Background: an optimization exercise with open tools, aiming at small area and a short achievable clock period. Do not read the settings as production practice.
Only simulation tests tie the RTL to the original design; equivalence was not proved.
Power is estimated from default activity; no workload was simulated.

### flow/config.mk
export PLATFORM = sky130hd
export DESIGN_NAME = DilatedCausal1DConv
export DESIGN_NICKNAME = DilatedCausal1DConv
export VERILOG_FILES = /design/flow/design.v
export SDC_FILE = /design/flow/constraint.sdc
export NUM_CORES = 4
export LEC_CHECK = 0
export CAP_MARGIN = 20
export CORE_MARGIN = 2
export CORE_UTILIZATION = 40
export SETUP_SLACK_MARGIN = 2.5
export SLEW_MARGIN = 20
export SYNTH_HIERARCHICAL = 1
### flow/constraint.sdc
create_clock -name core_clock -period 7.0 [get_ports {clk}]
set_input_delay 1.4000 -clock core_clock [delete_from_list [all_inputs] [get_ports {clk}]]
set_output_delay 1.4000 -clock core_clock [all_outputs]
set_load 0.01 [all_outputs]
### flow/flow/run.sh
#!/bin/bash
set -euo pipefail
export BUFFER_PORTS_ARGS="-buffer_cell sky130_fd_sc_hd__buf_4"
bash standard.sh finish > standard.log 2>&1
### flow/standard.sh
#!/bin/bash
# synth_recipe.tcl (not shown) runs the flow's synth.tcl, then flattens the netlist and writes it again
# the make line also repeats each setting of config.mk as NAME=value (left out here)
make -C /OpenROAD-flow-scripts/flow DESIGN_CONFIG=/design/flow/config.mk WORK_HOME=/design/flow/orfs CLKGATE_MAP_FILE= SYNTH_SCRIPT=/design/flow/synth_recipe.tcl "${@:-finish}"
### flow/design.v
module DilatedCausal1DConv (
    input clk,
    input reset,
    input wire [127:0] x,
    output wire [127:0] y,
    input h_write,
    input [7:0] h_index_channel,
    input [7:0] h_index_filter,
    input [7:0] h_value
);
    reg [39:0] xd [0:15];      
    reg [23:0] h [0:15];       
    reg [24:0] rv [0:15];   
    wire [24:0] rn [0:15];
    integer i;
    always @(posedge clk or posedge reset) begin
        if (reset) begin
            for (i = 0; i < 16; i = i + 1) xd[i] <= 40'd0;
        end else begin
            for (i = 0; i < 16; i = i + 1) xd[i] <= {xd[i][31:0], x[8*i +: 8]};
        end
    end
    localparam [23:0] HINV = {8'd3, 8'd2, 8'd1};
    wire wr_ok = h_write && (h_index_channel[7:4] == 4'd0);
    always @(posedge clk or posedge reset) begin
        if (reset) begin
            for (i = 0; i < 16; i = i + 1) h[i] <= 24'd0;
        end else begin
            for (i = 0; i < 16; i = i + 1) begin
                if (wr_ok && h_index_channel[3:0] == i && h_index_filter == 8'd0) h[i][7:0]   <= h_value ^ HINV[7:0];
                if (wr_ok && h_index_channel[3:0] == i && h_index_filter == 8'd1) h[i][15:8]  <= h_value ^ HINV[15:8];
                if (wr_ok && h_index_channel[3:0] == i && h_index_filter == 8'd2) h[i][23:16] <= h_value ^ HINV[23:16];
            end
        end
    end
    always @(posedge clk or posedge reset) begin
        if (reset) begin
            for (i = 0; i < 16; i = i + 1) rv[i] <= 25'b0000000000000000000111111;
        end else begin
            for (i = 0; i < 16; i = i + 1) rv[i] <= rn[i];
        end
    end
    genvar c;
    generate
        for (c = 0; c < 16; c = c + 1) begin : ch
            dc_mac u_mac (
                .a0(xd[c][7:0]), .a1(xd[c][23:16]), .a2(xd[c][39:32]),
                .b0(h[c][7:0]), .b1(h[c][15:8]), .b2(h[c][23:16]),
                .r(rn[c])
            );
            dc_out u_out (.r(rv[c]), .y(y[8*c +: 8]));
        end
    endgenerate
endmodule
module dc_mac (
    input  [7:0] a0, a1, a2,
    input  [7:0] b0, b1, b2,
    output [24:0] r
);
    wire p1 = ~(a0[0] & ~b0[0]);
    wire p2 = ~(a0[0] & b0[1]);
    wire p3 = ~(a0[0] & b0[2]);
    wire p4 = ~(a0[0] & b0[3]);
    wire p5 = ~(a0[0] & b0[4]);
    wire p6 = ~(a0[0] & b0[5]);
    wire p7 = ~(a0[0] & b0[6]);
    wire p8 = a0[0] & b0[7];
    wire p9 = ~(a0[1] & ~b0[0]);
    wire p10 = ~(a0[1] & b0[1]);
    wire p11 = ~(a0[1] & b0[2]);
    wire p12 = ~(a0[1] & b0[3]);
    wire p13 = ~(a0[1] & b0[4]);
    wire p14 = ~(a0[1] & b0[5]);
    wire p15 = ~(a0[1] & b0[6]);
    wire p16 = a0[1] & b0[7];
    wire p17 = ~(a0[2] & ~b0[0]);
    wire p18 = ~(a0[2] & b0[1]);
    wire p19 = ~(a0[2] & b0[2]);
    wire p20 = ~(a0[2] & b0[3]);
    wire p21 = ~(a0[2] & b0[4]);
    wire p22 = ~(a0[2] & b0[5]);
    wire p23 = ~(a0[2] & b0[6]);
    wire p24 = a0[2] & b0[7];
    wire p25 = ~(a0[3] & ~b0[0]);
    wire p26 = ~(a0[3] & b0[1]);
    wire p27 = ~(a0[3] & b0[2]);
    wire p28 = ~(a0[3] & b0[3]);
    wire p29 = ~(a0[3] & b0[4]);
    wire p30 = ~(a0[3] & b0[5]);
    wire p31 = ~(a0[3] & b0[6]);
    wire p32 = a0[3] & b0[7];
    wire p33 = ~(a0[4] & ~b0[0]);
    wire p34 = ~(a0[4] & b0[1]);
    wire p35 = ~(a0[4] & b0[2]);
    wire p36 = ~(a0[4] & b0[3]);
    wire p37 = ~(a0[4] & b0[4]);
    wire p38 = ~(a0[4] & b0[5]);
    wire p39 = ~(a0[4] & b0[6]);
    wire p40 = a0[4] & b0[7];
    wire p41 = ~(a0[5] & ~b0[0]);
    wire p42 = ~(a0[5] & b0[1]);
    wire p43 = ~(a0[5] & b0[2]);
    wire p44 = ~(a0[5] & b0[3]);
    wire p45 = ~(a0[5] & b0[4]);
    wire p46 = ~(a0[5] & b0[5]);
    wire p47 = ~(a0[5] & b0[6]);
    wire p48 = a0[5] & b0[7];
    wire p49 = ~(a0[6] & ~b0[0]);
    wire p50 = ~(a0[6] & b0[1]);
    wire p51 = ~(a0[6] & b0[2]);
    wire p52 = ~(a0[6] & b0[3]);
    wire p53 = ~(a0[6] & b0[4]);
    wire p54 = ~(a0[6] & b0[5]);
    wire p55 = ~(a0[6] & b0[6]);
    wire p56 = a0[6] & b0[7];
    wire p57 = a0[7] & ~b0[0];
    wire p58 = a0[7] & b0[1];
    wire p59 = a0[7] & b0[2];
    wire p60 = a0[7] & b0[3];
    wire p61 = a0[7] & b0[4];
    wire p62 = a0[7] & b0[5];
    wire p63 = a0[7] & b0[6];
    wire p64 = ~(a0[7] & b0[7]);
    wire p65 = ~(a1[0] & b1[0]);
    wire p66 = ~(a1[0] & ~b1[1]);
    wire p67 = ~(a1[0] & b1[2]);
    wire p68 = ~(a1[0] & b1[3]);
    wire p69 = ~(a1[0] & b1[4]);
    wire p70 = ~(a1[0] & b1[5]);
    wire p71 = ~(a1[0] & b1[6]);
    wire p72 = a1[0] & b1[7];
    wire p73 = ~(a1[1] & b1[0]);
    wire p74 = ~(a1[1] & ~b1[1]);
    wire p75 = ~(a1[1] & b1[2]);
    wire p76 = ~(a1[1] & b1[3]);
    wire p77 = ~(a1[1] & b1[4]);
    wire p78 = ~(a1[1] & b1[5]);
    wire p79 = ~(a1[1] & b1[6]);
    wire p80 = a1[1] & b1[7];
    wire p81 = ~(a1[2] & b1[0]);
    wire p82 = ~(a1[2] & ~b1[1]);
    wire p83 = ~(a1[2] & b1[2]);
    wire p84 = ~(a1[2] & b1[3]);
    wire p85 = ~(a1[2] & b1[4]);
    wire p86 = ~(a1[2] & b1[5]);
    wire p87 = ~(a1[2] & b1[6]);
    wire p88 = a1[2] & b1[7];
    wire p89 = ~(a1[3] & b1[0]);
    wire p90 = ~(a1[3] & ~b1[1]);
    wire p91 = ~(a1[3] & b1[2]);
    wire p92 = ~(a1[3] & b1[3]);
    wire p93 = ~(a1[3] & b1[4]);
    wire p94 = ~(a1[3] & b1[5]);
    wire p95 = ~(a1[3] & b1[6]);
    wire p96 = a1[3] & b1[7];
    wire p97 = ~(a1[4] & b1[0]);
    wire p98 = ~(a1[4] & ~b1[1]);
    wire p99 = ~(a1[4] & b1[2]);
    wire p100 = ~(a1[4] & b1[3]);
    wire p101 = ~(a1[4] & b1[4]);
    wire p102 = ~(a1[4] & b1[5]);
    wire p103 = ~(a1[4] & b1[6]);
    wire p104 = a1[4] & b1[7];
    wire p105 = ~(a1[5] & b1[0]);
    wire p106 = ~(a1[5] & ~b1[1]);
    wire p107 = ~(a1[5] & b1[2]);
    wire p108 = ~(a1[5] & b1[3]);
    wire p109 = ~(a1[5] & b1[4]);
    wire p110 = ~(a1[5] & b1[5]);
    wire p111 = ~(a1[5] & b1[6]);
    wire p112 = a1[5] & b1[7];
    wire p113 = ~(a1[6] & b1[0]);
    wire p114 = ~(a1[6] & ~b1[1]);
    wire p115 = ~(a1[6] & b1[2]);
    wire p116 = ~(a1[6] & b1[3]);
    wire p117 = ~(a1[6] & b1[4]);
    wire p118 = ~(a1[6] & b1[5]);
    wire p119 = ~(a1[6] & b1[6]);
    wire p120 = a1[6] & b1[7];
    wire p121 = a1[7] & b1[0];
    wire p122 = a1[7] & ~b1[1];
    wire p123 = a1[7] & b1[2];
    wire p124 = a1[7] & b1[3];
    wire p125 = a1[7] & b1[4];
    wire p126 = a1[7] & b1[5];
    wire p127 = a1[7] & b1[6];
    wire p128 = ~(a1[7] & b1[7]);
    wire p129 = ~(a2[0] & ~b2[0]);
    wire p130 = ~(a2[0] & ~b2[1]);
    wire p131 = ~(a2[0] & b2[2]);
    wire p132 = ~(a2[0] & b2[3]);
    wire p133 = ~(a2[0] & b2[4]);
    wire p134 = ~(a2[0] & b2[5]);
    wire p135 = ~(a2[0] & b2[6]);
    wire p136 = a2[0] & b2[7];
    wire p137 = ~(a2[1] & ~b2[0]);
    wire p138 = ~(a2[1] & ~b2[1]);
    wire p139 = ~(a2[1] & b2[2]);
    wire p140 = ~(a2[1] & b2[3]);
    wire p141 = ~(a2[1] & b2[4]);
    wire p142 = ~(a2[1] & b2[5]);
    wire p143 = ~(a2[1] & b2[6]);
    wire p144 = a2[1] & b2[7];
    wire p145 = ~(a2[2] & ~b2[0]);
    wire p146 = ~(a2[2] & ~b2[1]);
    wire p147 = ~(a2[2] & b2[2]);
    wire p148 = ~(a2[2] & b2[3]);
    wire p149 = ~(a2[2] & b2[4]);
    wire p150 = ~(a2[2] & b2[5]);
    wire p151 = ~(a2[2] & b2[6]);
    wire p152 = a2[2] & b2[7];
    wire p153 = ~(a2[3] & ~b2[0]);
    wire p154 = ~(a2[3] & ~b2[1]);
    wire p155 = ~(a2[3] & b2[2]);
    wire p156 = ~(a2[3] & b2[3]);
    wire p157 = ~(a2[3] & b2[4]);
    wire p158 = ~(a2[3] & b2[5]);
    wire p159 = ~(a2[3] & b2[6]);
    wire p160 = a2[3] & b2[7];
    wire p161 = ~(a2[4] & ~b2[0]);
    wire p162 = ~(a2[4] & ~b2[1]);
    wire p163 = ~(a2[4] & b2[2]);
    wire p164 = ~(a2[4] & b2[3]);
    wire p165 = ~(a2[4] & b2[4]);
    wire p166 = ~(a2[4] & b2[5]);
    wire p167 = ~(a2[4] & b2[6]);
    wire p168 = a2[4] & b2[7];
    wire p169 = ~(a2[5] & ~b2[0]);
    wire p170 = ~(a2[5] & ~b2[1]);
    wire p171 = ~(a2[5] & b2[2]);
    wire p172 = ~(a2[5] & b2[3]);
    wire p173 = ~(a2[5] & b2[4]);
    wire p174 = ~(a2[5] & b2[5]);
    wire p175 = ~(a2[5] & b2[6]);
    wire p176 = a2[5] & b2[7];
    wire p177 = ~(a2[6] & ~b2[0]);
    wire p178 = ~(a2[6] & ~b2[1]);
    wire p179 = ~(a2[6] & b2[2]);
    wire p180 = ~(a2[6] & b2[3]);
    wire p181 = ~(a2[6] & b2[4]);
    wire p182 = ~(a2[6] & b2[5]);
    wire p183 = ~(a2[6] & b2[6]);
    wire p184 = a2[6] & b2[7];
    wire p185 = a2[7] & ~b2[0];
    wire p186 = a2[7] & ~b2[1];
    wire p187 = a2[7] & b2[2];
    wire p188 = a2[7] & b2[3];
    wire p189 = a2[7] & b2[4];
    wire p190 = a2[7] & b2[5];
    wire p191 = a2[7] & b2[6];
    wire p192 = ~(a2[7] & b2[7]);
    wire s193, c194;
    dc_fa u194 (.a(p1), .b(p65), .c(p129), .s(s193), .co(c194));
    wire s195, c196;
    dc_fa u196 (.a(p2), .b(p9), .c(p66), .s(s195), .co(c196));
    wire s197, c198;
    dc_fa u198 (.a(p73), .b(p130), .c(p137), .s(s197), .co(c198));
    wire s199, c200;
    dc_fa u200 (.a(c194), .b(s195), .c(s197), .s(s199), .co(c200));
    wire s201, c202;
    dc_fa u202 (.a(p3), .b(p10), .c(p17), .s(s201), .co(c202));
    wire s203, c204;
    dc_fa u204 (.a(p67), .b(p74), .c(p81), .s(s203), .co(c204));
    wire s205, c206;
    dc_fa u206 (.a(p131), .b(p138), .c(p145), .s(s205), .co(c206));
    wire s207, c208;
    dc_fa u208 (.a(c196), .b(c198), .c(s201), .s(s207), .co(c208));
    wire s209, c210;
    dc_fa u210 (.a(s203), .b(s205), .c(c200), .s(s209), .co(c210));
    wire s211, c212;
    dc_fa u212 (.a(s207), .b(s209), .c(1'b1), .s(s211), .co(c212));
    wire s213, c214;
    dc_fa u214 (.a(p4), .b(p11), .c(p18), .s(s213), .co(c214));
    wire s215, c216;
    dc_fa u216 (.a(p25), .b(p68), .c(p75), .s(s215), .co(c216));
    wire s217, c218;
    dc_fa u218 (.a(p82), .b(p89), .c(p132), .s(s217), .co(c218));
    wire s219, c220;
    dc_fa u220 (.a(p139), .b(p146), .c(p153), .s(s219), .co(c220));
    wire s221, c222;
    dc_fa u222 (.a(c202), .b(c204), .c(c206), .s(s221), .co(c222));
    wire s223, c224;
    dc_fa u224 (.a(s213), .b(s215), .c(s217), .s(s223), .co(c224));
    wire s225, c226;
    dc_fa u226 (.a(s219), .b(c208), .c(s221), .s(s225), .co(c226));
    wire s227, c228;
    dc_fa u228 (.a(s223), .b(c210), .c(s225), .s(s227), .co(c228));
    wire s229, c230;
    dc_fa u230 (.a(c212), .b(s227), .c(1'b1), .s(s229), .co(c230));
    wire s231, c232;
    dc_fa u232 (.a(p5), .b(p12), .c(p19), .s(s231), .co(c232));
    wire s233, c234;
    dc_fa u234 (.a(p26), .b(p33), .c(p69), .s(s233), .co(c234));
    wire s235, c236;
    dc_fa u236 (.a(p76), .b(p83), .c(p90), .s(s235), .co(c236));
    wire s237, c238;
    dc_fa u238 (.a(p97), .b(p133), .c(p140), .s(s237), .co(c238));
    wire s239, c240;
    dc_fa u240 (.a(p147), .b(p154), .c(p161), .s(s239), .co(c240));
    wire s241, c242;
    dc_fa u242 (.a(c214), .b(c216), .c(c218), .s(s241), .co(c242));
    wire s243, c244;
    dc_fa u244 (.a(c220), .b(s231), .c(s233), .s(s243), .co(c244));
    wire s245, c246;
    dc_fa u246 (.a(s235), .b(s237), .c(s239), .s(s245), .co(c246));
    wire s247, c248;
    dc_fa u248 (.a(c222), .b(c224), .c(s241), .s(s247), .co(c248));
    wire s249, c250;
    dc_fa u250 (.a(s243), .b(s245), .c(c226), .s(s249), .co(c250));
    wire s251, c252;
    dc_fa u252 (.a(s247), .b(c228), .c(s249), .s(s251), .co(c252));
    wire s253, c254;
    dc_fa u254 (.a(c230), .b(s251), .c(1'b1), .s(s253), .co(c254));
    wire s255, c256;
    dc_fa u256 (.a(p6), .b(p13), .c(p20), .s(s255), .co(c256));
    wire s257, c258;
    dc_fa u258 (.a(p27), .b(p34), .c(p41), .s(s257), .co(c258));
    wire s259, c260;
    dc_fa u260 (.a(p70), .b(p77), .c(p84), .s(s259), .co(c260));
    wire s261, c262;
    dc_fa u262 (.a(p91), .b(p98), .c(p105), .s(s261), .co(c262));
    wire s263, c264;
    dc_fa u264 (.a(p134), .b(p141), .c(p148), .s(s263), .co(c264));
    wire s265, c266;
    dc_fa u266 (.a(p155), .b(p162), .c(p169), .s(s265), .co(c266));
    wire s267, c268;
    dc_fa u268 (.a(c232), .b(c234), .c(c236), .s(s267), .co(c268));
    wire s269, c270;
    dc_fa u270 (.a(c238), .b(c240), .c(s255), .s(s269), .co(c270));
    wire s271, c272;
    dc_fa u272 (.a(s257), .b(s259), .c(s261), .s(s271), .co(c272));
    wire s273, c274;
    dc_fa u274 (.a(s263), .b(s265), .c(c242), .s(s273), .co(c274));
    wire s275, c276;
    dc_fa u276 (.a(c244), .b(c246), .c(s267), .s(s275), .co(c276));
    wire s277, c278;
    dc_fa u278 (.a(s269), .b(s271), .c(c248), .s(s277), .co(c278));
    wire s279, c280;
    dc_fa u280 (.a(s273), .b(s275), .c(c250), .s(s279), .co(c280));
    wire s281, c282;
    dc_fa u282 (.a(s277), .b(c252), .c(s279), .s(s281), .co(c282));
    wire s283, c284;
    dc_fa u284 (.a(c254), .b(s281), .c(1'b1), .s(s283), .co(c284));
    wire s285, c286;
    dc_fa u286 (.a(p7), .b(p14), .c(p21), .s(s285), .co(c286));
    wire s287, c288;
    dc_fa u288 (.a(p28), .b(p35), .c(p42), .s(s287), .co(c288));
    wire s289, c290;
    dc_fa u290 (.a(p49), .b(p71), .c(p78), .s(s289), .co(c290));
    wire s291, c292;
    dc_fa u292 (.a(p85), .b(p92), .c(p99), .s(s291), .co(c292));
    wire s293, c294;
    dc_fa u294 (.a(p106), .b(p113), .c(p135), .s(s293), .co(c294));
    wire s295, c296;
    dc_fa u296 (.a(p142), .b(p149), .c(p156), .s(s295), .co(c296));
    wire s297, c298;
    dc_fa u298 (.a(p163), .b(p170), .c(p177), .s(s297), .co(c298));
    wire s299, c300;
    dc_fa u300 (.a(c256), .b(c258), .c(c260), .s(s299), .co(c300));
    wire s301, c302;
    dc_fa u302 (.a(c262), .b(c264), .c(c266), .s(s301), .co(c302));
    wire s303, c304;
    dc_fa u304 (.a(s285), .b(s287), .c(s289), .s(s303), .co(c304));
    wire s305, c306;
    dc_fa u306 (.a(s291), .b(s293), .c(s295), .s(s305), .co(c306));
    wire s307, c308;
    dc_fa u308 (.a(s297), .b(c268), .c(c270), .s(s307), .co(c308));
    wire s309, c310;
    dc_fa u310 (.a(c272), .b(s299), .c(s301), .s(s309), .co(c310));
    wire s311, c312;
    dc_fa u312 (.a(s303), .b(s305), .c(c274), .s(s311), .co(c312));
    wire s313, c314;
    dc_fa u314 (.a(c276), .b(s307), .c(s309), .s(s313), .co(c314));
    wire s315, c316;
    dc_fa u316 (.a(c278), .b(s311), .c(s313), .s(s315), .co(c316));
    wire s317, c318;
    dc_fa u318 (.a(c280), .b(s315), .c(c282), .s(s317), .co(c318));
    wire s319, c320;
    dc_fa u320 (.a(p8), .b(p15), .c(p22), .s(s319), .co(c320));
    wire s321, c322;
    dc_fa u322 (.a(p29), .b(p36), .c(p43), .s(s321), .co(c322));
    wire s323, c324;
    dc_fa u324 (.a(p50), .b(p57), .c(p72), .s(s323), .co(c324));
    wire s325, c326;
    dc_fa u326 (.a(p79), .b(p86), .c(p93), .s(s325), .co(c326));
    wire s327, c328;
    dc_fa u328 (.a(p100), .b(p107), .c(p114), .s(s327), .co(c328));
    wire s329, c330;
    dc_fa u330 (.a(p121), .b(p136), .c(p143), .s(s329), .co(c330));
    wire s331, c332;
    dc_fa u332 (.a(p150), .b(p157), .c(p164), .s(s331), .co(c332));
    wire s333, c334;
    dc_fa u334 (.a(p171), .b(p178), .c(p185), .s(s333), .co(c334));
    wire s335, c336;
    dc_fa u336 (.a(c286), .b(c288), .c(c290), .s(s335), .co(c336));
    wire s337, c338;
    dc_fa u338 (.a(c292), .b(c294), .c(c296), .s(s337), .co(c338));
    wire s339, c340;
    dc_fa u340 (.a(c298), .b(s319), .c(s321), .s(s339), .co(c340));
    wire s341, c342;
    dc_fa u342 (.a(s323), .b(s325), .c(s327), .s(s341), .co(c342));
    wire s343, c344;
    dc_fa u344 (.a(s329), .b(s331), .c(s333), .s(s343), .co(c344));
    wire s345, c346;
    dc_fa u346 (.a(c300), .b(c302), .c(c304), .s(s345), .co(c346));
    wire s347, c348;
    dc_fa u348 (.a(c306), .b(s335), .c(s337), .s(s347), .co(c348));
    wire s349, c350;
    dc_fa u350 (.a(s339), .b(s341), .c(s343), .s(s349), .co(c350));
    wire s351, c352;
    dc_fa u352 (.a(c308), .b(c310), .c(s345), .s(s351), .co(c352));
    wire s353, c354;
    dc_fa u354 (.a(s347), .b(s349), .c(c312), .s(s353), .co(c354));
    wire s355, c356;
    dc_fa u356 (.a(c314), .b(s351), .c(s353), .s(s355), .co(c356));
    wire s357, c358;
    dc_fa u358 (.a(c316), .b(s355), .c(1'b1), .s(s357), .co(c358));
    wire s359, c360;
    dc_ha u360 (.a(p16), .b(p23), .s(s359), .co(c360));
    wire s361, c362;
    dc_fa u362 (.a(p30), .b(p37), .c(p44), .s(s361), .co(c362));
    wire s363, c364;
    dc_fa u364 (.a(p51), .b(p58), .c(p80), .s(s363), .co(c364));
    wire s365, c366;
    dc_fa u366 (.a(p87), .b(p94), .c(p101), .s(s365), .co(c366));
    wire s367, c368;
    dc_fa u368 (.a(p108), .b(p115), .c(p122), .s(s367), .co(c368));
    wire s369, c370;
    dc_fa u370 (.a(p144), .b(p151), .c(p158), .s(s369), .co(c370));
    wire s371, c372;
    dc_fa u372 (.a(p165), .b(p172), .c(p179), .s(s371), .co(c372));
    wire s373, c374;
    dc_fa u374 (.a(p186), .b(c320), .c(c322), .s(s373), .co(c374));
    wire s375, c376;
    dc_fa u376 (.a(c324), .b(c326), .c(c328), .s(s375), .co(c376));
    wire s377, c378;
    dc_fa u378 (.a(c330), .b(c332), .c(c334), .s(s377), .co(c378));
    wire s379, c380;
    dc_fa u380 (.a(s359), .b(s361), .c(s363), .s(s379), .co(c380));
    wire s381, c382;
    dc_fa u382 (.a(s365), .b(s367), .c(s369), .s(s381), .co(c382));
    wire s383, c384;
    dc_fa u384 (.a(s371), .b(c336), .c(c338), .s(s383), .co(c384));
    wire s385, c386;
    dc_fa u386 (.a(c340), .b(c342), .c(c344), .s(s385), .co(c386));
    wire s387, c388;
    dc_fa u388 (.a(s373), .b(s375), .c(s377), .s(s387), .co(c388));
    wire s389, c390;
    dc_fa u390 (.a(s379), .b(s381), .c(c346), .s(s389), .co(c390));
    wire s391, c392;
    dc_fa u392 (.a(c348), .b(s383), .c(c350), .s(s391), .co(c392));
    wire s393, c394;
    dc_fa u394 (.a(s385), .b(s387), .c(c352), .s(s393), .co(c394));
    wire s395, c396;
    dc_fa u396 (.a(s389), .b(s391), .c(c354), .s(s395), .co(c396));
    wire s397, c398;
    dc_fa u398 (.a(s393), .b(c356), .c(s395), .s(s397), .co(c398));
    wire s399, c400;
    dc_ha u400 (.a(p24), .b(p31), .s(s399), .co(c400));
    wire s401, c402;
    dc_fa u402 (.a(p38), .b(p45), .c(p52), .s(s401), .co(c402));
    wire s403, c404;
    dc_fa u404 (.a(p59), .b(p88), .c(p95), .s(s403), .co(c404));
    wire s405, c406;
    dc_fa u406 (.a(p102), .b(p109), .c(p116), .s(s405), .co(c406));
    wire s407, c408;
    dc_fa u408 (.a(p123), .b(p152), .c(p159), .s(s407), .co(c408));
    wire s409, c410;
    dc_fa u410 (.a(p166), .b(p173), .c(p180), .s(s409), .co(c410));
    wire s411, c412;
    dc_fa u412 (.a(p187), .b(c360), .c(c362), .s(s411), .co(c412));
    wire s413, c414;
    dc_fa u414 (.a(c364), .b(c366), .c(c368), .s(s413), .co(c414));
    wire s415, c416;
    dc_fa u416 (.a(c370), .b(c372), .c(s399), .s(s415), .co(c416));
    wire s417, c418;
    dc_fa u418 (.a(s401), .b(s403), .c(s405), .s(s417), .co(c418));
    wire s419, c420;
    dc_fa u420 (.a(s407), .b(s409), .c(c374), .s(s419), .co(c420));
    wire s421, c422;
    dc_fa u422 (.a(c376), .b(c378), .c(c380), .s(s421), .co(c422));
    wire s423, c424;
    dc_fa u424 (.a(c382), .b(s411), .c(s413), .s(s423), .co(c424));
    wire s425, c426;
    dc_fa u426 (.a(s415), .b(s417), .c(c384), .s(s425), .co(c426));
    wire s427, c428;
    dc_fa u428 (.a(c386), .b(c388), .c(s419), .s(s427), .co(c428));
    wire s429, c430;
    dc_fa u430 (.a(s421), .b(s423), .c(c390), .s(s429), .co(c430));
    wire s431, c432;
    dc_fa u432 (.a(s425), .b(c392), .c(s427), .s(s431), .co(c432));
    wire s433, c434;
    dc_fa u434 (.a(c394), .b(s429), .c(s431), .s(s433), .co(c434));
    wire s435, c436;
    dc_fa u436 (.a(c396), .b(s433), .c(1'b1), .s(s435), .co(c436));
    wire s437, c438;
    dc_fa u438 (.a(p32), .b(p39), .c(p46), .s(s437), .co(c438));
    wire s439, c440;
    dc_fa u440 (.a(p53), .b(p60), .c(p96), .s(s439), .co(c440));
    wire s441, c442;
    dc_fa u442 (.a(p103), .b(p110), .c(p117), .s(s441), .co(c442));
    wire s443, c444;
    dc_fa u444 (.a(p124), .b(p160), .c(p167), .s(s443), .co(c444));
    wire s445, c446;
    dc_fa u446 (.a(p174), .b(p181), .c(p188), .s(s445), .co(c446));
    wire s447, c448;
    dc_fa u448 (.a(c400), .b(c402), .c(c404), .s(s447), .co(c448));
    wire s449, c450;
    dc_fa u450 (.a(c406), .b(c408), .c(c410), .s(s449), .co(c450));
    wire s451, c452;
    dc_fa u452 (.a(s437), .b(s439), .c(s441), .s(s451), .co(c452));
    wire s453, c454;
    dc_fa u454 (.a(s443), .b(s445), .c(c412), .s(s453), .co(c454));
    wire s455, c456;
    dc_fa u456 (.a(c414), .b(c416), .c(c418), .s(s455), .co(c456));
    wire s457, c458;
    dc_fa u458 (.a(s447), .b(s449), .c(s451), .s(s457), .co(c458));
    wire s459, c460;
    dc_fa u460 (.a(c420), .b(c422), .c(c424), .s(s459), .co(c460));
    wire s461, c462;
    dc_fa u462 (.a(s453), .b(s455), .c(s457), .s(s461), .co(c462));
    wire s463, c464;
    dc_fa u464 (.a(c426), .b(c428), .c(s459), .s(s463), .co(c464));
    wire s465, c466;
    dc_fa u466 (.a(s461), .b(c430), .c(c432), .s(s465), .co(c466));
    wire s467, c468;
    dc_fa u468 (.a(s463), .b(c434), .c(s465), .s(s467), .co(c468));
    wire s469, c470;
    dc_fa u470 (.a(p40), .b(p47), .c(p54), .s(s469), .co(c470));
    wire s471, c472;
    dc_fa u472 (.a(p61), .b(p104), .c(p111), .s(s471), .co(c472));
    wire s473, c474;
    dc_fa u474 (.a(p118), .b(p125), .c(p168), .s(s473), .co(c474));
    wire s475, c476;
    dc_fa u476 (.a(p175), .b(p182), .c(p189), .s(s475), .co(c476));
    wire s477, c478;
    dc_fa u478 (.a(c438), .b(c440), .c(c442), .s(s477), .co(c478));
    wire s479, c480;
    dc_fa u480 (.a(c444), .b(c446), .c(s469), .s(s479), .co(c480));
    wire s481, c482;
    dc_fa u482 (.a(s471), .b(s473), .c(s475), .s(s481), .co(c482));
    wire s483, c484;
    dc_fa u484 (.a(c448), .b(c450), .c(c452), .s(s483), .co(c484));
    wire s485, c486;
    dc_fa u486 (.a(s477), .b(s479), .c(s481), .s(s485), .co(c486));
    wire s487, c488;
    dc_fa u488 (.a(c454), .b(c456), .c(c458), .s(s487), .co(c488));
    wire s489, c490;
    dc_fa u490 (.a(s483), .b(s485), .c(c460), .s(s489), .co(c490));
    wire s491, c492;
    dc_fa u492 (.a(c462), .b(s487), .c(c464), .s(s491), .co(c492));
    wire s493, c494;
    dc_fa u494 (.a(s489), .b(c466), .c(s491), .s(s493), .co(c494));
    wire s495, c496;
    dc_fa u496 (.a(p48), .b(p55), .c(p62), .s(s495), .co(c496));
    wire s497, c498;
    dc_fa u498 (.a(p112), .b(p119), .c(p126), .s(s497), .co(c498));
    wire s499, c500;
    dc_fa u500 (.a(p176), .b(p183), .c(p190), .s(s499), .co(c500));
    wire s501, c502;
    dc_fa u502 (.a(c470), .b(c472), .c(c474), .s(s501), .co(c502));
    wire s503, c504;
    dc_fa u504 (.a(c476), .b(s495), .c(s497), .s(s503), .co(c504));
    wire s505, c506;
    dc_fa u506 (.a(s499), .b(c478), .c(c480), .s(s505), .co(c506));
    wire s507, c508;
    dc_fa u508 (.a(c482), .b(s501), .c(s503), .s(s507), .co(c508));
    wire s509, c510;
    dc_fa u510 (.a(c484), .b(c486), .c(s505), .s(s509), .co(c510));
    wire s511, c512;
    dc_fa u512 (.a(s507), .b(c488), .c(s509), .s(s511), .co(c512));
    wire s513, c514;
    dc_fa u514 (.a(c490), .b(s511), .c(c492), .s(s513), .co(c514));
    wire s515, c516;
    dc_fa u516 (.a(p56), .b(p63), .c(p120), .s(s515), .co(c516));
    wire s517, c518;
    dc_fa u518 (.a(p127), .b(p184), .c(p191), .s(s517), .co(c518));
    wire s519, c520;
    dc_fa u520 (.a(c496), .b(c498), .c(c500), .s(s519), .co(c520));
    wire s521, c522;
    dc_fa u522 (.a(s515), .b(s517), .c(c502), .s(s521), .co(c522));
    wire s523, c524;
    dc_fa u524 (.a(c504), .b(s519), .c(c506), .s(s523), .co(c524));
    wire s525, c526;
    dc_fa u526 (.a(s521), .b(c508), .c(c510), .s(s525), .co(c526));
    wire s527, c528;
    dc_fa u528 (.a(s523), .b(c512), .c(s525), .s(s527), .co(c528));
    wire s529, c530;
    dc_fa u530 (.a(p64), .b(p128), .c(p192), .s(s529), .co(c530));
    wire s531, c532;
    dc_fa u532 (.a(c516), .b(c518), .c(s529), .s(s531), .co(c532));
    wire s533, c534;
    dc_fa u534 (.a(c520), .b(s531), .c(c522), .s(s533), .co(c534));
    wire s535, c536;
    dc_fa u536 (.a(c524), .b(s533), .c(c526), .s(s535), .co(c536));
    wire s537 = ~c530;
    wire s538 = ~(s537 ^ c532);
    wire s539 = ~(s538 ^ c534);
    wire s540 = ~(s539 ^ c536);
    wire pp541, nt542;
    dc_ha u542 (.a(c284), .b(s317), .s(pp541), .co(nt542));
    wire pp543, nt544;
    dc_ha u544 (.a(c318), .b(s357), .s(pp543), .co(nt544));
    wire pp545, nt546;
    dc_ha u546 (.a(c358), .b(s397), .s(pp545), .co(nt546));
    wire pp547, nt548;
    dc_ha u548 (.a(c398), .b(s435), .s(pp547), .co(nt548));
    wire pp549, nt550;
    dc_ha u550 (.a(c436), .b(s467), .s(pp549), .co(nt550));
    wire pp551, nt552;
    dc_ha u552 (.a(c468), .b(s493), .s(pp551), .co(nt552));
    wire pp553, nt554;
    dc_ha u554 (.a(c494), .b(s513), .s(pp553), .co(nt554));
    wire pp555, nt556;
    dc_ha u556 (.a(c514), .b(s527), .s(pp555), .co(nt556));
    wire pp557, nt558;
    dc_ha u558 (.a(c528), .b(s535), .s(pp557), .co(nt558));
    assign r = {s540, nt558, ~pp557, nt556, ~pp555, nt554, ~pp553, nt552, ~pp551, nt550, ~pp549, nt548, ~pp547, nt546, ~pp545, nt544, ~pp543, nt542, pp541, s283, s253, s229, s211, s199, s193};
endmodule
module dc_out (
    input  [24:0] r,
    output [7:0] y
);
    wire [15:0] g = {1'b0, (~r[23] & ~~r[22]), (~r[21] & ~~r[20]), (~r[19] & ~~r[18]), (~r[17] & ~~r[16]), (~r[15] & ~~r[14]), (~r[13] & ~~r[12]), (~r[11] & ~~r[10]), (~r[9] & ~~r[8]), (~r[7] & ~r[6]), 1'b0, 1'b0, 1'b0, 1'b0, 1'b0, 1'b0};
    wire [15:0] p = {~r[24], ~r[22], ~r[20], ~r[18], ~r[16], ~r[14], ~r[12], ~r[10], ~r[8], r[6], ~r[5], ~r[4], ~r[3], ~r[2], ~r[1], ~r[0]};
    wire [15:0] t = {~r[24], ~r[23], ~r[21], ~r[19], ~r[17], ~r[15], ~r[13], ~r[11], ~r[9], ~r[7], ~r[5], ~r[4], ~r[3], ~r[2], ~r[1], ~r[0]};
    wire [7:0] cy;
    wire c15, ir;
    assign cy[0] = 1'b0;
    assign cy[1] = (g[0]);
    assign cy[2] = (g[1]) | (g[0] & p[1]);
    assign cy[3] = (g[2]) | (g[1] & p[2]) | (g[0] & p[1] & p[2]);
    assign cy[4] = (g[3]) | (g[2] & p[3]) | (g[1] & p[2] & p[3]) | (g[0] & p[1] & p[2] & p[3]);
    assign cy[5] = (g[4]) | (g[3] & p[4]) | (g[2] & p[3] & p[4]) | (g[1] & p[2] & p[3] & p[4]) | (g[0] & p[1] & p[2] & p[3] & p[4]);
    assign cy[6] = (g[5]) | (g[4] & p[5]) | (g[3] & p[4] & p[5]) | (g[2] & p[3] & p[4] & p[5]) | (g[1] & p[2] & p[3] & p[4] & p[5]) | (g[0] & p[1] & p[2] & p[3] & p[4] & p[5]);
    assign cy[7] = (g[6]) | (g[5] & p[6]) | (g[4] & p[5] & p[6]) | (g[3] & p[4] & p[5] & p[6]) | (g[2] & p[3] & p[4] & p[5] & p[6]) | (g[1] & p[2] & p[3] & p[4] & p[5] & p[6]) | (g[0] & p[1] & p[2] & p[3] & p[4] & p[5] & p[6]);
    wire gh = (g[14]) | (g[13] & p[14]) | (g[12] & p[13] & p[14]) | (g[11] & p[12] & p[13] & p[14]) | (g[10] & p[11] & p[12] & p[13] & p[14]) | (g[9] & p[10] & p[11] & p[12] & p[13] & p[14]) | (g[8] & p[9] & p[10] & p[11] & p[12] & p[13] & p[14]) | (g[7] & p[8] & p[9] & p[10] & p[11] & p[12] & p[13] & p[14]);
    wire ph = &p[14:7];
    assign c15 = gh | (ph & cy[7]);
    wire c7 = cy[7];
    wire e0 = (p[7] ~^ 1'b0) & (p[8] ~^ t[7]) & (p[9] ~^ t[8]) & (p[10] ~^ t[9]) & (p[11] ~^ t[10]) & (p[12] ~^ t[11]) & (p[13] ~^ t[12]) & (p[14] ~^ t[13]) & (p[15] ~^ t[14]);
    wire e1 = &p[15:7];
    wire e2 = (p[7] ~^ 1'b0) & (p[8] ^ t[7]) & (p[9] ^ g[8]) & (p[10] ^ g[9]) & (p[11] ^ g[10]) & (p[12] ^ g[11]) & (p[13] ^ g[12]) & (p[14] ^ g[13]) & (p[15] ^ g[14]);
    assign ir = c7 ? (e1 | e2) : (e0 | e1);
    wire [7:0] s8 = p[7:0] ^ cy[7:0];
    wire sg = p[15] ^ c15;
    assign y = ir ? s8 : {sg, {7{~sg}}};
endmodule
module dc_fa (input a, input b, input c, output s, output co);
    assign s = a ^ b ^ c;
    assign co = (a & b) | (a & c) | (b & c);
endmodule
module dc_ha (input a, input b, output s, output co);
    assign s = a ^ b;
    assign co = a & b;
endmodule
==> results of run 1 <==
-- Yosys cell counts (18+ instances only) --
| cell | count | share of area (%) |
|---|---|---|
| dfstp_2 | 96 | 2.0 |
| clkbuf_1 | 45 | 0.14 |
| mux2_2 | 308 | 2.8 |
| buf_2 | 184 | 0.75 |
| and3_1 | 18 | 0.091 |
| nand3_1 | 32 | 0.13 |
| xor2_1 | 128 | 0.91 |
| nor3_1 | 52 | 0.21 |
| nand4_1 | 35 | 0.18 |
| nor2_1 | 151 | 0.46 |
| nand2_2 | 30 | 0.15 |
| mux2i_1 | 22 | 0.18 |
| xnor2_1 | 64 | 0.45 |
| nor2b_1 | 100 | 0.51 |
| buf_4 | 291 | 1.8 |
| dfrtp_1 | 1328 | 27 |
| fa_1 | 2720 | 44 |
| nand2b_1 | 467 | 2.4 |
| nand2_1 | 2032 | 6.2 |
| and2_1 | 609 | 3.1 |
| inv_1 | 247 | 0.75 |
| o21ai_0 | 164 | 0.66 |
| and2b_1 | 19 | 0.12 |
| ha_1 | 256 | 2.6 |
| o21ai_1 | 32 | 0.13 |
-- Yosys stat by module, one instance, submodules excluded --
module,flip-flops and latches,cells inside,times used
dc_mac,0,232,16
dc_ha,0,1,176
dc_fa,0,1,2720
DilatedCausal1DConv,1424,2039,1
dc_out,0,67,16
-- flip-flops by register name, summed over array words and instances (netlist names) --
register,cells
xd,640
h,384
rv,400
-- metal layers --
metal / GRT usage [%] / vias up / wire [um]
li1: - / 31130 / -
met1: 29.75 / 40940 / 137400
met2: 36.02 / 2916 / 165500
met3: 3.312 / 708 / 22350
met4: 8.583 / 18 / 15320
met5: 0 / - / 123
-- worst max-delay path: cells and delay by family, from the launching register on --
kind | cells | cell delay, ps
flops | 1 | 450
fa+ha+maj | 8 | 3660
buf+inv | 1 | 30
simple gates | 1 | 200
-- power by group --
group | switching [mW] | leakage, nW | internal (mW)
Sequential | 0.734 | 16.7 | 9.06
Clock | 3.89 | 3.02 | 5.85
Combinational | 3.48 | 29.8 | 2.84
-- per-stage QoR --
| stage | instances | hold slack, ps | setup WS [ps] | cell area [um2] | utilization, % |
|---|---|---|---|---|---|
| after floorplan | 9799 | 331.2 | -14030 | 123800 | - |
| final | 14530 | 332.5 | 2521 | 140300 | 45.55 |
| after global placement | 13720 | 331.4 | 2354 | 128200 | 41.62 |
| after CTS | 14110 | 331.0 | 2333 | 135600 | 44.02 |
| after detailed placement | 13720 | 334.7 | 2339 | 128200 | 41.62 |
| after global routing | 14520 | 333.8 | 2398 | 140300 | 45.55 |
-- logic make-up (layout without fill, tap and decap cells) --
kind of cell	count (synthesis)	after routing	share of synthesized area (%)
xor+xnor	192	192	1.362
simple gates	3639	3639	14.13
flops	1424	1424	28.95
compound gates	356	356	2.237
fa+ha+maj	2976	2976	46.68
buf+inv	774	1368	3.469
mux	342	342	3.117
other cells	16	111	0.04863
-- final cells by class --
cell class / instances / area (um2) / area share (%)
Multi-Input combinational cell: 7601 / 84930 / 60.52
Sequential cell: 1424 / 36660 / 26.12
Timing Repair Buffer: 801 / 6454 / 4.599
Tap cell: 4120 / 5155 / 3.673
Clock buffer: 240 / 5067 / 3.611
Clock inverter: 80 / 1105 / 0.7873
Inverter: 247 / 930.9 / 0.6634
Antenna cell: 15 / 37.54 / 0.02675
-- repair_timing --
| item | in CTS | in global routing |
|---|---|---|
| buffers inserted | 68 | 406 |
| resized for setup | 461 | 664 |
| hold endpoints to repair | 0 | 0 |
| endpoints found under the setup margin | 107 | 204 |
| pin swaps | 7 | 120 |
-- worst max path at each step --
stage                         start                   to  slack [ps]  cells past startpoint
2_1_floorplan                 reset  h[0][0]$_DFFE_PP0P_      -14030                      1
3_3_place_gp     xd[0][6]$_DFF_PP0_  rv[0][12]$_DFF_PP0_        2350                     10
3_5_place_dp     xd[0][6]$_DFF_PP0_  rv[0][12]$_DFF_PP0_        2340                     10
4_1_cts        rv[11][16]$_DFF_PP0_                y[91]        2330                     10
5_1_grt         h[5][9]$_DFFE_PP0P_   rv[5][6]$_DFF_PP0_        2400                     10
6_report         xd[7][0]$_DFF_PP0_  rv[7][12]$_DFF_PP0_        2520                     10
==> flow_summary.ini, run 1 <==
[die]
die_area_um2 = 313200
die_h_um = 559.7
rows = 204
die_w_um = 559.7
start_util_pct = 40.09
io_pins = 283
core_um2 = 308100

[grt]
grt_pass1_wl_um = 529300
grt_antenna_before_repair = 39
grt_pass1_vias = 85860
grt_use_total_pct = 22.06
grt_max_degree = 144
gr-total-overflow = 0

[drt]
vias = 75720
post_drt_wl_per_cell_um = 23.45
dr.pass1.iters = 6
drc = 0
ant_nets = 0
totalWireLength_um = 340600
drt-vias-per-instance = 5.212
drtIter0Drc = 5382

[logic_synthesis]
syn_area_um2 = 123500
synth_area_per_cell_um2 = 12.71
synthCells = 9719
synth_flop_cell = dfrtp_1
ys_seq_elements = 1424
yosysSeqAreaShare_pct = 28.95
synth_edf_count = 0
yosysWarnings = 13
synth_cell_types = 60
async_flop_share_pct = 100.0

[cts]
clk_path_buf_depth = 4
cts_tree = done
cts_root_buffer = clkbuf_16
cts_buffers = 176
clk_latency_ps = 880
clock-sinks = 1424
clk_pin_slew_worst_paths_ps = 60
holdBufCountCts = 0
htreeDepth = 4

[place]
io_buffers = 282
post-dp-hpwl_um = 263000
globalplace.congestion = 0.9383

[sta]
fmax_mhz = 223.3
slew_headroom_pct = 18.29
setup_viol = 0
slew_viol_final = 0
rsz0062_at_grt = true
tightest_slew_ps = 1219
timing.final.crit_share_pct = 63.98
setup_tns_ps = 0
clock_skew_ps = 63.75
post-route-min-period_ps = 4479
hold_violations = 0

[min_path]
min_to = xd[14][35]$_DFF_PP0_
hold_start = xd[14][27]$_DFF_PP0_
hold_class = flip-flop to flip-flop
hold_depth = 0

[critical_path]
path_class = flip-flop to flip-flop
crit_arrival_ps = 5190
critPathLaunchType = flip-flop
reg2reg_from = xd[7][0]$_DFF_PP0_
reg2reg_depth = 10
cp.required_ps = 7710
cp_max_fo = 7
regToRegSetupSlack_ps = 2520
slowest_delay_ps = 630
path_cells = and2_1 > fa_2 > fa_2 > fa_1 > fa_1 > fa_1 > fa_1 > fa_1 > ha_1 > inv_1
cp_slowest_cell = fa_2
reg2reg_to = rv[7][12]$_DFF_PP0_
end_kind = flip-flop
crit_top_cell = fa_1

[final_layout]
layout.nets = 13380
n_fill_cell = 27610
final_common_cell = fa_1
drive_above_1_share_pct = 25.64
synthToLayoutAreaGrowth_pct = 13.62
layout_common_cells = fa_1 (2515), nand2_1 (2025), dfrtp_2 (721)

[power_and_ir_drop]
power_leakage_nw = 49.48
finalPower_mw = 25.84
powerDensity_nw_per_um2 = 184.2
peakVddDrop_mv = 0.3098

[job]
cap_violations = 0

[outcome]
status = complete, no violations
==> run 2, diff against run 1 <==
--- a/flow/config.mk
+++ b/flow/config.mk
@@ -12,2 +12,3 @@
 export SLEW_MARGIN = 20
 export SYNTH_HIERARCHICAL = 1
+export TNS_END_PERCENT = 0
==> run 2 against run 1 <==
  * Largest cell class unchanged
  * Sequential share of layout area is 0.61 points higher
  * First-iteration DRC count shrank 1.9%
  * Via count fell by 2.5%
  * Sequential power about the same
  * Critical path depth unchanged
  * Non-clock buffer count shrank 376
==> flow_summary.ini, run 2 <==
[outcome]
status = complete, no violations

[logic_synthesis]
synth_compound_area_share_pct = 2.237
synth_flop_cell = dfrtp_1
yosys.area_share.adder_pct = 46.68
synthTopCellsByCount = fa_1 (2720), nand2_1 (2032), dfrtp_1 (1328), and2_1 (609), nand2b_1 (467)
syn_area_um2 = 123500
yosysSeqAreaShare_pct = 28.95
synth_edf_count = 0
synth_top_family_by_area = adder cells
synthMuxAreaShare_pct = 3.117
yosysWarnings = 13
synth_cell_types = 60
synth_area_per_cell_um2 = 12.71
synth.top_cell.area_share_pct = 44.09
async_flop_share_pct = 100.0
yosys.area.top_type = fa_1
yosys.area_share.simple_pct = 14.13
synthXorXnorAreaFrac_pct = 1.362
ys_seq_elements = 1424
yosysMostFrequentCell = fa_1
synthCells = 9719
netlist_top_cells_area = fa_1 (44%), dfrtp_1 (27%), nand2_1 (6.2%)

[sta]
setup_tns_ps = 0
post-route-min-period_ps = 4509
hold_violations = 0
setup_viol = 0
slew_headroom_pct = 18.34
tightest_slew_ps = 1218
fmax_mhz = 221.8
slew_viol_final = 0
timing.final.crit_share_pct = 64.41
hold_ws_ps = 336.8
clock_skew_ps = 61.16
rsz0062_at_grt = true

[final_layout]
n_fill_cell = 27880
largest_register_ffs = 640
drive_above_1_share_pct = 18.91
fin_area_um2 = 136300
top_regs = xd: 640 flops, rv: 400 flops, h: 384 flops
multi_input_area_um2 = 84130
layout.nets = 13010
synthToLayoutAreaGrowth_pct = 10.36
regArea_um2 = 36440
final_cells = 14150
regMostFlops = xd
final_common_cell = fa_1
layout_common_cells = fa_1 (2687), nand2_1 (2029), dfrtp_1 (779)

[job]
cap_violations = 0

[cts]
htreeDepth = 4
clock-sinks = 1424
cts_buffers = 176
clk_latency_ps = 880
clk_path_buf_depth = 4
holdBufCountCts = 0
cts_tree = done
clk_pin_slew_worst_paths_ps = 60
cts_root_buffer = clkbuf_16

[critical_path]
reg2reg_to = rv[9][12]$_DFF_PP0_
endpoint = rv[9][12]$_DFF_PP0_
reg2reg_from = h[9][21]$_DFFE_PP0P_
critPathLaunchType = flip-flop
cp_max_fo = 9
crit_arrival_ps = 5260
reg2reg_depth = 10
path_class = flip-flop to flip-flop
end_kind = flip-flop
cp.required_ps = 7760
crit_start = h[9][21]$_DFFE_PP0P_
regToRegSetupSlack_ps = 2490

[die]
rows = 204
io_pins = 283
die_area_um2 = 313200
core_um2 = 308100
die_w_um = 559.7
start_util_pct = 40.09
die_h_um = 559.7

[drt]
drt-vias-per-instance = 5.218
vias = 73850
totalWireLength_um = 331900
dr.pass1.iters = 6
ant_nets = 0
drc = 0
drtIter0Drc = 5282
post_drt_wl_per_cell_um = 23.45

[grt]
grt_pass1_wl_um = 526400
grt_use_total_pct = 21.92
gr-total-overflow = 0
grt_max_degree = 144
grt_pass1_vias = 85470
grt_antenna_before_repair = 37

[min_path]
hold_class = flip-flop to flip-flop
hold_start = xd[3][28]$_DFF_PP0_

[power_and_ir_drop]
peakVddDrop_mv = 0.3101
finalPower_mw = 25.45
power_leakage_nw = 47.62
powerDensity_nw_per_um2 = 186.7

[place]
place_inst = 13720
globalplace.congestion = 0.9383
postPlaceCellArea_um2 = 128200
post-dp-hpwl_um = 263000
io_buffers = 282
==> run 2: changes by cell type in the layout (fill, tap and decap cells not counted), moves of 16 or more <==
cell      change
dfrtp_2     -172
fa_2        -172
clkbuf_2     -24
buf_2        -16
buf_12       -19
buf_4       -299
fa_1        +172
dfrtp_1     +172
==> run 2: Yosys stat by module (local to each module, per instance) <==
module	times used	cell area, um2
DilatedCausal1DConv	1	41210
dc_out	16	464.2
dc_fa	2720	20.02
dc_mac	16	1139
dc_ha	176	12.51
==> run 2: layer usage <==
layer | part of all wire (%) | GRT usage (%) | wire (um) | vias up
met5 | 0.036 | 0 | 119 | -
met4 | 4.3 | 8.460 | 14420 | 18
met3 | 6.3 | 3.253 | 20910 | 637
met2 | 49 | 35.79 | 161800 | 2711
met1 | 41 | 29.62 | 134600 | 40120
li1 | - | - | - | 30360
==> run 2: repair_timing <==
item,4_1_cts,5_1_grt
setup endpoints to repair,107,280
pin swaps,2,5
gates resized for setup,34,632
setup buffers,4,94
==> run 2: cells by family after synthesis <==
logic type / after synthesis
AO/OA/AOI/OAI: 356
XOR/XNOR: 192
adder cells (fa/ha/maj): 2976
buffers and inverters: 774
flip-flops: 1424
multiplexers: 342
other: 16
AND/OR/NAND/NOR: 3639
==> run 2: worst min path at each step <==
stage	end	depth (start not counted)
2_1_floorplan	xd[0][16]$_DFF_PP0_	0
3_3_place_gp	xd[0][36]$_DFF_PP0_	0
3_5_place_dp	xd[10][37]$_DFF_PP0_	0
4_1_cts	xd[15][36]$_DFF_PP0_	0
5_1_grt	xd[14][35]$_DFF_PP0_	0
6_report	xd[3][36]$_DFF_PP0_	0
==> run 2: cell type report <==
type / instances / area share (%)
multi-input cells: 7601 / 61.72
inverters: 247 / 0.6830
flip-flops and latches: 1424 / 26.74
repair buffers: 425 / 2.523
clock inverters: 80 / 0.8105
diodes: 15 / 0.02754
clock buffers: 240 / 3.718
well taps: 4120 / 3.782
==> run 2: through the flow <==
stage	setup slack, ps	utilization (%)
4_1_cts	2333	43.66
2_1_floorplan	-14030	-
5_1_grt	2385	44.24
6_report	2491	44.24
3_3_place_gp	2354	41.62
3_5_place_dp	2339	41.62
==> run 2: power breakdown <==
part | total, mW | switching, mW | internal, mW
combinational | 5.92 | 3.33 | 2.59
sequential | 9.80 | 0.748 | 9.05
clock | 9.73 | 3.88 | 5.85
==> run 2: critical path, stage by stage, from the launching register on <==
cell     delay (ps)
dfrtp_1         550
nand2_1         150
fa_1            540
fa_1            450
fa_1            410
fa_1            610
fa_1            450
fa_1            520
fa_1            430
ha_1            280
inv_1            40
==> run 3, diff against run 2 <==
--- a/flow/config.mk
+++ b/flow/config.mk
@@ -8,5 +8,6 @@
 export CAP_MARGIN = 20
 export CORE_MARGIN = 2
-export CORE_UTILIZATION = 40
+export CORE_UTILIZATION = 55
+export PLACE_DENSITY = 0.65
 export SETUP_SLACK_MARGIN = 2.5
 export SLEW_MARGIN = 20
==> run 3 against run 2 <==
  * Worst setup slack better by 12 ps
  * Global-route usage rose by 7.0 points
  * Die area shrank 27%
  * Via count shrank 0.18%
  * Critical path depth is the same
  * Critical path type unchanged
  * Combinational power down 3%
  * Clock power is 4.6% lower
  * Highest routed layer unchanged
  * Final cell count shrank 8.4%
  * Still clean on timing, DRC and antenna
  * Non-clock buffer count is 19 lower
  * Sequential cell count did not move
==> flow_summary.ini, run 3 <==
[place]
io_buffers = 282
postPlaceCellArea_um2 = 126700
globalplace.congestion = 0.9624
post-dp-hpwl_um = 246200

[die]
core_um2 = 222700
die_area_um2 = 228400
die_h_um = 477.9
start_util_pct = 55.45
die_w_um = 477.9
io_pins = 283
rows = 173

[sta]
setup_tns_ps = 0
setup_viol = 0
hold_violations = 0
tightest_slew_ps = 1191
rsz0062_at_grt = true
slew_headroom_pct = 20.40
timing.final.crit_share_pct = 64.24
clock_skew_ps = 39.00
fmax_mhz = 222.4
slew_viol_final = 0
post-route-min-period_ps = 4497

[final_layout]
layout_common_cells = fa_1 (2707), nand2_1 (2031), dfrtp_1 (767)
multi_input_area_um2 = 84040
fin_area_um2 = 134300
regArea_um2 = 36460
n_fill_cell = 17650
drive_above_1_share_pct = 18.45
top_regs = xd: 640 flops, rv: 400 flops, h: 384 flops
final_common_cell = fa_1
layout.nets = 12980
largest_register_ffs = 640
regMostFlops = xd
synthToLayoutAreaGrowth_pct = 8.731

[logic_synthesis]
synth_flop_cell = dfrtp_1
netlist_top_cells_area = fa_1 (44%), dfrtp_1 (27%), nand2_1 (6.2%)
synthCells = 9719
yosysSeqAreaShare_pct = 28.95
yosys.area.top_type = fa_1
async_flop_share_pct = 100.0
ys_seq_elements = 1424
synth_edf_count = 0
synth_area_per_cell_um2 = 12.71
yosysMostFrequentCell = fa_1
syn_area_um2 = 123500
synth_cell_types = 60
synthTopCellsByCount = fa_1 (2720), nand2_1 (2032), dfrtp_1 (1328), and2_1 (609), nand2b_1 (467)
yosysWarnings = 13
synth.top_cell.area_share_pct = 44.09

[cts]
clk_latency_ps = 860
clk_pin_slew_worst_paths_ps = 60
htreeDepth = 4
holdBufCountCts = 0
cts_tree = done
cts_root_buffer = clkbuf_16
cts_buffers = 165
clock-sinks = 1424
clk_path_buf_depth = 3

[critical_path]
end_kind = flip-flop
reg2reg_from = xd[11][0]$_DFF_PP0_
crit_arrival_ps = 5240
crit_top_cell = fa_1
slowest_delay_ps = 560
regToRegSetupSlack_ps = 2500
cp_slowest_cell = fa_1
crit_start = xd[11][0]$_DFF_PP0_
path_cells = and2_1 > fa_1 > fa_1 > fa_1 > fa_1 > fa_1 > fa_1 > fa_1 > ha_1 > inv_1
critPathLaunchType = flip-flop
reg2reg_depth = 10
cp.required_ps = 7740
endpoint = rv[11][12]$_DFF_PP0_
cp_max_fo = 9
path_class = flip-flop to flip-flop
reg2reg_to = rv[11][12]$_DFF_PP0_

[drt]
dr.pass1.iters = 7
drc = 0
vias = 73710
ant_nets = 0
post_drt_wl_per_cell_um = 24.27
totalWireLength_um = 314800
drt-vias-per-instance = 5.684
drtIter0Drc = 5720

[grt]
grt_use_total_pct = 28.90
grt_max_degree = 160
grt_pass1_wl_um = 500100
grt_pass1_vias = 84040
gr-total-overflow = 0
grt_antenna_before_repair = 35

[min_path]
hold_class = flip-flop to flip-flop

[job]
cap_violations = 0

[power_and_ir_drop]
powerDensity_nw_per_um2 = 184.8
peakVddDrop_mv = 0.3305
power_leakage_nw = 47.29

[outcome]
status = complete, no violations
-- run 3: logic make-up after synthesis --
logic type	count (synthesis)	synth area share [%]
AO/OA/AOI/OAI	356	2.237
XOR/XNOR	192	1.362
adder cells (fa/ha/maj)	2976	46.68
buffers and inverters	774	3.469
flip-flops	1424	28.95
multiplexers	342	3.117
other	16	0.04863
AND/OR/NAND/NOR	3639	14.13
-- run 3: final cells by class --
type                       instances  area share, %
tap                             2975          2.772
antenna                           15        0.02795
multi-input combinational       7601          62.58
clock inverter                    84         0.9364
clock buffer                     217          3.445
sequential                      1424          27.15
inverter                         247         0.6932
timing repair buffer             406          2.398
-- run 3: worst min path at each step --
stage,from,end,slack [ps],depth (start not counted)
floorplan,xd[0][8]$_DFF_PP0_,xd[0][16]$_DFF_PP0_,330,0
global placement,xd[15][25]$_DFF_PP0_,xd[15][33]$_DFF_PP0_,330,0
detailed placement,xd[10][29]$_DFF_PP0_,xd[10][37]$_DFF_PP0_,330,0
CTS,xd[2][31]$_DFF_PP0_,xd[2][39]$_DFF_PP0_,330,0
global route,xd[0][26]$_DFF_PP0_,xd[0][34]$_DFF_PP0_,340,0
finish,xd[3][15]$_DFF_PP0_,xd[3][23]$_DFF_PP0_,330,0
-- run 3: routing by layer --
metal  routed length, um  vias up  global-route usage [%]
met1              126800    39920                   40.15
met3               21120      746                   4.834
met2              151500     2743                   45.62
li1                    -    30280                       -
met5                 157        -                       0
met4               15230       22                   12.32
-- run 3: modules after synthesis, one instance, submodules excluded --
| module | copies in the design | flip-flops and latches | cells inside |
|---|---|---|---|
| DilatedCausal1DConv | 1 | 1424 | 2039 |
| dc_fa | 2720 | 0 | 1 |
| dc_ha | 176 | 0 | 1 |
| dc_mac | 16 | 0 | 232 |
| dc_out | 16 | 0 | 67 |
-- run 3: critical path, delay by kind of cell (launching register included) --
family | cells | cell delay, ps
adders and majority gates | 8 | 3670
and+or+nand+nor | 1 | 200
buffers and inverters | 1 | 30
DFF | 1 | 470
-- run 3: through the flow --
step	std cells	hold WS [ps]	setup WS, ps	total power, mW	utilization [%]
floorplan	9799	331.2	-14030	13.71	-
global placement	12560	331.1	2364	15.37	56.86
detailed placement	12560	334.7	2299	15.49	56.86
CTS	12860	333.7	2367	24.91	59.51
global route	12970	338.1	2388	26.16	60.29
finish	12970	329.5	2503	24.81	60.29
-- run 3: what timing repair did --
action / 4_1_cts / 5_1_grt
setup endpoints to repair: 88 / 263
pin swaps: 0 / 8
gates resized for setup: 22 / 625
buffers inserted: 0 / 93
-- run 3: power by group --
| part | internal (mW) | switching (mW) | total [mW] |
|---|---|---|---|
| combinational | 2.52 | 3.20 | 5.72 |
| clock | 5.44 | 3.84 | 9.28 |
| sequential | 9.05 | 0.766 | 9.81 |
==> run 4, diff against run 3 <==
--- a/flow/config.mk
+++ b/flow/config.mk
@@ -10,5 +10,5 @@
 export CORE_UTILIZATION = 55
 export PLACE_DENSITY = 0.65
-export SETUP_SLACK_MARGIN = 2.5
+export SETUP_SLACK_MARGIN = 3.0
 export SLEW_MARGIN = 20
 export SYNTH_HIERARCHICAL = 1
==> run 4 against run 3 <==
  * Still clean on timing, DRC and antenna
  * Hold slack improved by 0.80 ps
  * Non-clock buffer count rose by 475
  * Global-route usage is 1.2 points higher
  * Count of clock-buffer cells in the layout unchanged
  * Area after synthesis is the same
  * Combinational power up 8.6%
  * Synthesized cell count is the same
  * Routed wire length rose by 4.1%
  * Cell area is 3.8% higher
  * First-iteration DRC count up 9.8%
==> flow_summary.ini, run 4 <==
[grt]
grt_antenna_before_repair = 33
grt_pass1_wl_um = 518600
grt_pass1_vias = 87080
grt_use_total_pct = 30.09
gr-total-overflow = 0
grt_max_degree = 160

[sta]
tightest_slew_ps = 1167
slew_headroom_pct = 22.06
setup_tns_ps = 0
hold_violations = 0
setup_viol = 0
clock_skew_ps = 37.20
rsz0062_at_grt = true
fmax_mhz = 226.4
slew_viol_final = 0
timing.final.crit_share_pct = 63.11
post-route-min-period_ps = 4418

[critical_path]
cp.required_ps = 7740
end_kind = flip-flop
reg2reg_from = h[10][0]$_DFFE_PP0P_
path_class = flip-flop to flip-flop
reg2reg_depth = 10
critPathLaunchType = flip-flop
reg2reg_to = rv[10][6]$_DFF_PP0_
crit_arrival_ps = 5150
regToRegSetupSlack_ps = 2580
endpoint = rv[10][6]$_DFF_PP0_
cp_max_fo = 5
crit_start = h[10][0]$_DFFE_PP0P_

[cts]
cts_buffers = 165
cts_tree = done
htreeDepth = 4
clk_path_buf_depth = 3
cts_root_buffer = clkbuf_16
clk_pin_slew_worst_paths_ps = 60
clk_latency_ps = 860
clock-sinks = 1424
holdBufCountCts = 0

[logic_synthesis]
synth.top_cell.area_share_pct = 44.09
async_flop_share_pct = 100.0
synth_edf_count = 0
synthCells = 9719
synthTopCellsByCount = fa_1 (2720), nand2_1 (2032), dfrtp_1 (1328), and2_1 (609), nand2b_1 (467)
ys_seq_elements = 1424
yosys.area.top_type = fa_1
synth_flop_cell = dfrtp_1
yosysSeqAreaShare_pct = 28.95
synth_area_per_cell_um2 = 12.71
synth_cell_types = 60
yosysMostFrequentCell = fa_1
syn_area_um2 = 123500
netlist_top_cells_area = fa_1 (44%), dfrtp_1 (27%), nand2_1 (6.2%)
yosysWarnings = 13

[drt]
vias = 76210
post_drt_wl_per_cell_um = 24.38
drt-vias-per-instance = 5.667
drc = 0
drtIter0Drc = 6283
totalWireLength_um = 327800
dr.pass1.iters = 6
ant_nets = 0

[place]
post-dp-hpwl_um = 246200
io_buffers = 282
globalplace.congestion = 0.9624

[job]
cap_violations = 0

[min_path]
hold_depth = 0
hold_start = xd[3][15]$_DFF_PP0_
hold_class = flip-flop to flip-flop

[power_and_ir_drop]
power_leakage_nw = 49.73
finalPower_mw = 25.29
powerDensity_nw_per_um2 = 181.4
peakVddDrop_mv = 0.3301

[die]
start_util_pct = 55.45
die_area_um2 = 228400
rows = 173
die_w_um = 477.9
core_um2 = 222700
io_pins = 283
die_h_um = 477.9

[final_layout]
layout.nets = 13450
largest_register_ffs = 640
top_regs = xd: 640 flops, rv: 400 flops, h: 384 flops
final_util_pct = 62.60
layout_common_cells = fa_1 (2453), nand2_1 (2029), buf_4 (799)
synthToLayoutAreaGrowth_pct = 12.89
final_common_cell = fa_1
n_fill_cell = 17200
regMostFlops = xd
drive_above_1_share_pct = 26.71

[outcome]
status = complete, no violations
[run 4: cell count changes in the layout (fill, tap and decap cells not counted), moves of 12 or more]
cell | previous run | this run
o21ai_2 | 26 | 14
o21ai_0 | 147 | 135
fa_2 | 13 | 267
buf_4 | 384 | 799
inv_1 | 245 | 233
o21ai_4 | 0 | 15
dfrtp_2 | 561 | 718
buf_2 | 3 | 18
inv_2 | 1 | 13
buf_6 | 0 | 18
dfrtp_1 | 767 | 610
fa_1 | 2707 | 2453
buf_12 | 15 | 39
[run 4: worst min-delay path by stage]
stage | to | slack [ps]
6_report | xd[3][23]$_DFF_PP0_ | 330
4_1_cts | xd[2][39]$_DFF_PP0_ | 330
3_5_place_dp | xd[10][37]$_DFF_PP0_ | 330
5_1_grt | xd[0][34]$_DFF_PP0_ | 340
3_3_place_gp | xd[15][33]$_DFF_PP0_ | 330
2_1_floorplan | xd[0][16]$_DFF_PP0_ | 330
[run 4: cell families after synthesis]
group / share of synthesized area (%)
adders and majority gates: 46.68
other: 0.04863
xor gates and xnor gates: 1.362
and+or+nand+nor: 14.13
AOI/OAI and AO/OA: 2.237
buffers and inverters: 3.469
DFF: 28.95
muxes: 3.117
[run 4: final cells by class]
class	instances	area (um2)	area share, %
Antenna cell	19	47.55	0.03410
Clock buffer	217	4626	3.318
Clock inverter	84	1257	0.9019
Inverter	247	930.9	0.6677
Multi-Input combinational cell	7601	85080	61.02
Sequential cell	1424	36650	26.29
Tap cell	2975	3722	2.670
Timing Repair Buffer	881	7109	5.099
[run 4: Yosys stat by module, one instance, submodules excluded]
module / flip-flops and latches / cells inside / area, um2
DilatedCausal1DConv: 1424 / 2039 / 41210
dc_out: 0 / 67 / 464.2
dc_mac: 0 / 232 / 1139
dc_ha: 0 / 1 / 12.51
dc_fa: 0 / 1 / 20.02
[run 4: per-stage QoR]
stage	cell area [um2]	setup slack [ps]	hold slack (ps)	instances
floorplan	123800	-14030	331.2	9799
global placement	126700	2364	331.1	12560
detailed placement	126700	2299	334.7	12560
CTS	138700	2629	333.7	13360
global route	139400	2500	336.4	13450
finish	139400	2582	330.3	13450
[run 4: repair_timing]
item | in CTS | in global routing
pin swaps | 119 | 27
endpoints found under the setup margin | 421 | 444
gates resized for setup | 1128 | 65
buffers inserted | 502 | 66
[run 4: metal layers]
layer / up-vias / wire length (um) / GRT usage, %
li1: 31240 / - / -
met3: 784 / 23340 / 5.532
met2: 2997 / 157600 / 47.63
met4: 14 / 16070 / 13.04
met1: 41180 / 130700 / 41.22
met5: - / 101 / 0
[run 4: worst max-delay path, stage by stage, from the launching register on]
cell and delay [ps]:
dfrtp_2 450, buf_2 180, nand2b_1 160, fa_1 420, fa_1 570, fa_1 440
fa_1 420, fa_1 500, fa_1 430, fa_1 440, ha_1 300
[run 4: power by group]
group / internal (mW) / switching, mW
registers: 9.06 / 0.723
logic: 2.80 / 3.41
clock network: 5.44 / 3.86
total: 17.3 / 7.99

-- re-timing with driven ports --
The results above use ideal ports. As a check the final layouts listed here were re-extracted and re-timed, cells and wires unchanged. Step 1: set_driving_cell puts a clkbuf_16 on clk and a buf_2 on each other input, an assumption about the parent block. Step 2 moves the port delays by t, midway between the first and last clock arrival at a register: inputs arrive t later, outputs are due t later. That takes back most of the time a late clock gives input paths. Three values: no drivers, after step 1, after step 2; two values: the first two.
run | t, ns | setup slack, ns | hold slack, ns
run 1 | 0.944 | 2.521 / 2.477 / 2.521 | 0.333 / 0.333 / 0.333
run 2 | 0.940 | 2.491 / 2.420 / 2.491 | 0.337 / 0.337 / 0.337
run 3 | 0.940 | 2.503 / 2.421 / 2.503 | 0.329 / 0.329 / 0.329
run 4 | 0.935 | 2.582 / 2.572 / 2.582 | 0.330 / 0.330 / 0.330
After both steps setup and hold are still met in every run listed.
